Source: an optimization exercise on an open RTL-to-GDS flow (aim: small area). Production flows keep margins and buffers that such runs may drop. Function was checked by simulation only, so behaviour that the tests miss may differ from the original. Power figures rest on the tool's default switching activity, not on a simulated workload.

## run A
Design wall_clock, start of the top module:
module wall_clock #(
    parameter CLK_RATE_HZ = 32_768,
    parameter HOURS_STYLE_AMERICAN = 0
    )(
    output wire[7:0] display_led_segments,
    output wire[5:0] display_led_enable_mask,
    input wire adjustment_next,
    input wire adjustment_increment,
    input wire clk,
    input wire reset
);
    reg[1:0] lo;
    reg[9:0] hp;
    reg[2:0] c1;
    reg clk1;
    reg hd_d;                        
    wire lo_full = &lo;
    wire half_done = lo_full && hp[9] && hp[8] && hp[5] && hp[4] && hp[1];
    wire clk5 = c1[0] ^ clk1;
    wire c1_last = c1[2];            
    wire tick5 = half_done && !clk5;
    wire tick1 = half_done && c1_last && !clk1;
    wire e5 = hd_d && clk5;
    wire e1 = hd_d && clk1 && c1 == 3'd0;
    always @(posedge clk) begin
        hd_d <= half_done;
        if (reset) begin
            lo <= 2'd0;
            hp <= 10'd0;
            c1 <= 3'd0;
            clk1 <= 1'b0;
        end else begin
            lo <= lo + 2'd1;
            if (half_done) begin
                hp <= 10'd0;
                c1 <= c1_last ? 3'd0 : c1 + 3'd1;
                clk1 <= clk1 ^ c1_last;
            end else begin
                hp <= hp + {9'd0, lo_full};
            end
        end
    end
    reg[3:0] wd;
    wire bark = wd == 4'd14;
    always @(posedge clk) begin
        if (reset) begin
            wd <= 4'd5;
        end else if (tick1) begin
            if (adjustment_next || adjustment_increment)
                wd <= 4'd5;
            else if (wd != 4'd15)
                wd <= wd + 4'd1;
        end
    end
    wire mc_reset = reset || bark;
    reg[2:0] ms;
    reg prev_next;
    wire adjuster_load = !ms[1] && ms[0];
    wire timer_load = ms[2] && !ms[1];
    wire[2:0] mode = {!ms[2] && ms[1], ms[2] && ms[0], ms[2] && !ms[0]};
    wire select = ms[2] || ms[1];
  ...
Size in the first run: ~83 flip-flops, ~18 I/O pins.
==> flow/config.mk <==
export PLATFORM = sky130hd
export DESIGN_NAME = wall_clock
export DESIGN_NICKNAME = wall_clock
export VERILOG_FILES = /design/flow/design.v
export SDC_FILE = /design/flow/constraint.sdc
export NUM_CORES = 4
export LEC_CHECK = 0
export CAP_MARGIN = 20
export CORE_MARGIN = 2
export CORE_UTILIZATION = 40
export SLEW_MARGIN = 20
==> flow/constraint.sdc <==
create_clock -name core_clock -period 10.0 [get_ports {clk}]
set_input_delay 2.0000 -clock core_clock [delete_from_list [all_inputs] [get_ports {clk}]]
set_output_delay 2.0000 -clock core_clock [all_outputs]
set_load 0.01 [all_outputs]
run.sh (not shown) runs the stock make flow with config.mk's settings and CLKGATE_MAP_FILE= SYNTH_SCRIPT=/design/flow/synth_recipe.tcl, a recipe that flattens the netlist after the stock synthesis.
Input changes introduced in run B (baseline for comparison: run A):
==> flow/flow/run.sh (new file) <==
#!/bin/bash
set -euo pipefail
W=$(pwd)
rm -rf "$W/scripts_area"
cp -r "$FLOW_HOME/scripts" "$W/scripts_area"
cp "$W/flow/abc.script" "$W/scripts_area/abc_speed.script"
cp "$W/flow/abc.script" "$W/scripts_area/abc_area.script"
# Leave adders to ABC instead of pre-mapping them to half/full adder cells.
sed -i 's/\[env_var_exists_and_non_empty ADDER_MAP_FILE\] &&/0 \&\&/' "$W/scripts_area/synth.tcl"
grep -q '^  0 &&$' "$W/scripts_area/synth.tcl"
export SCRIPTS_DIR="$W/scripts_area"
bash standard.sh synth > "$W/synth.log" 2>&1
bash standard.sh finish > "$W/layout.log" 2>&1
test -f "$W/out/final.def"
==> flow/flow/abc.script (new file) <==
strash
&get -n
&deepsyn -T 90
&put
dch -f
amap
topo
==> flow/standard.sh (new file) <==
#!/bin/bash
# synth_recipe.tcl (not shown) runs the flow's synth.tcl, then flattens the netlist and writes it again
# the make line also repeats each setting of config.mk as NAME=value (left out here)
make -C /OpenROAD-flow-scripts/flow DESIGN_CONFIG=/design/flow/config.mk WORK_HOME=/design/flow/orfs CLKGATE_MAP_FILE= SYNTH_SCRIPT=/design/flow/synth_recipe.tcl "${@:-finish}"
removed: flow/run.sh
## What came out
Across run A and run B, the outcome is the same: a clean finish for every run. On multi-input combinational gate total, the higher figure sits with run A, not run B. Setup slack after layout delta for run B relative to run A: 760 ps lower. Run B ended up with a lower total power than run A did. What run A reported for global-route wire length before repair has to be multiplied by 0.77 to get the figure for run B. Summary of run B over run A: power in sequential cells held; design area went down 22%.
diff inputs: run B => run C
-- flow/flow/run.sh --
<<< run B, line 8
# Leave adders to ABC instead of pre-mapping them to half/full adder cells.
sed -i 's/\[env_var_exists_and_non_empty ADDER_MAP_FILE\] &&/0 \&\&/' "$W/scripts_area/synth.tcl"
grep -q '^  0 &&$' "$W/scripts_area/synth.tcl"
>>> run C, line 8
Actual transition at the worst max-transition pin, run B and run C: lower on run C. Run B vs run C, dominant combinational cell family by area after synthesis: simple AND/OR/NAND/NOR gates vs compound AO/OA/AOI/OAI gates. Maximum operating frequency went up by a few percent going from run B to run C. Routed wire length (run C vs. run B) increases by a few percent. Met1 global-route usage, run B and run C: lower on run C. Cell area reported after detailed placement, run C vs run B: up by a little under 10%. [run C] sequential share of layout area fell 2.3 points relative to run B. [run C vs run B] post-layout instance area: higher in run C. Worst setup slack in run C is 180 ps higher than in run B.
### run C -> run D
-- flow/flow/run.sh --
<<< run C, line 8
>>> run D, line 8
# Leave adders to ABC instead of pre-mapping them to half/full adder cells.
sed -i 's/\[env_var_exists_and_non_empty ADDER_MAP_FILE\] &&/0 \&\&/' "$W/scripts_area/synth.tcl"
grep -q '^  0 &&$' "$W/scripts_area/synth.tcl"
<<< run C, line 9
>>> run D, line 12
# Smallest buffer on each port; a small clock tree without dummy loads.
export BUFFER_PORTS_ARGS="-buffer_cell sky130_fd_sc_hd__buf_1"
export CTS_ARGS="-sink_clustering_enable -repair_clock_nets -dont_use_dummy_load -buf_list sky130_fd_sc_hd__clkbuf_4 -root_buf sky130_fd_sc_hd__clkbuf_4 -sink_clustering_size 30"
[summary]
Looking only at time the final worst path needs with I/O delays and setup, and setting everything else aside, the higher value of run C and run D goes to run C.
In the metrics for run C and run D, the one carrying the higher endpoint required time on the critical path is run D.
Post-route core utilization: run D vs run C down 2.5 points
Run C -> run D: net switching component of the power decreased by more than 10%
Higher final critical-path setup slack goes to run D over run C.
Run D ended with every stage complete and zero timing, DRC or antenna violations.

==> static timing again, ports no longer ideal <==
How much do the figures lean on ideal ports? The routed layouts below were timed once more, with nothing changed but the port constraints. Step 1 assumes that a clkbuf_16 drives the clock port and a buf_2 every other input. Step 2 moves the port delays by t, midway between the first and last clock arrival at a register: inputs arrive t later, outputs are due t later. That takes back most of the time a late clock gives input paths. Slacks: no drivers / after step 1 / after step 2; pairs: no drivers / after step 1.
run	t (ns)	setup WS [ns]	clock arrival spread, ns	worst data-port slew with drivers (ns)	pins driven straight from the clock port
run A	0.388	5.675 / 5.640 / 6.028	0.006 / 0.006	0.04	1
run B	0.404	4.915 / 4.919 / 4.515	0.013 / 0.013	0.03	1
run C	0.394	5.098 / 5.111 / 4.717	0.015 / 0.015	0.03	1
run D	0.437	5.353 / 5.350 / 4.913	0.025 / 0.024	0.03	1
After both steps every run listed still meets setup and hold. For run D, which loses most, drivers alone change the setup slack by -0.003 ns; drivers and shift together by -0.440 ns.
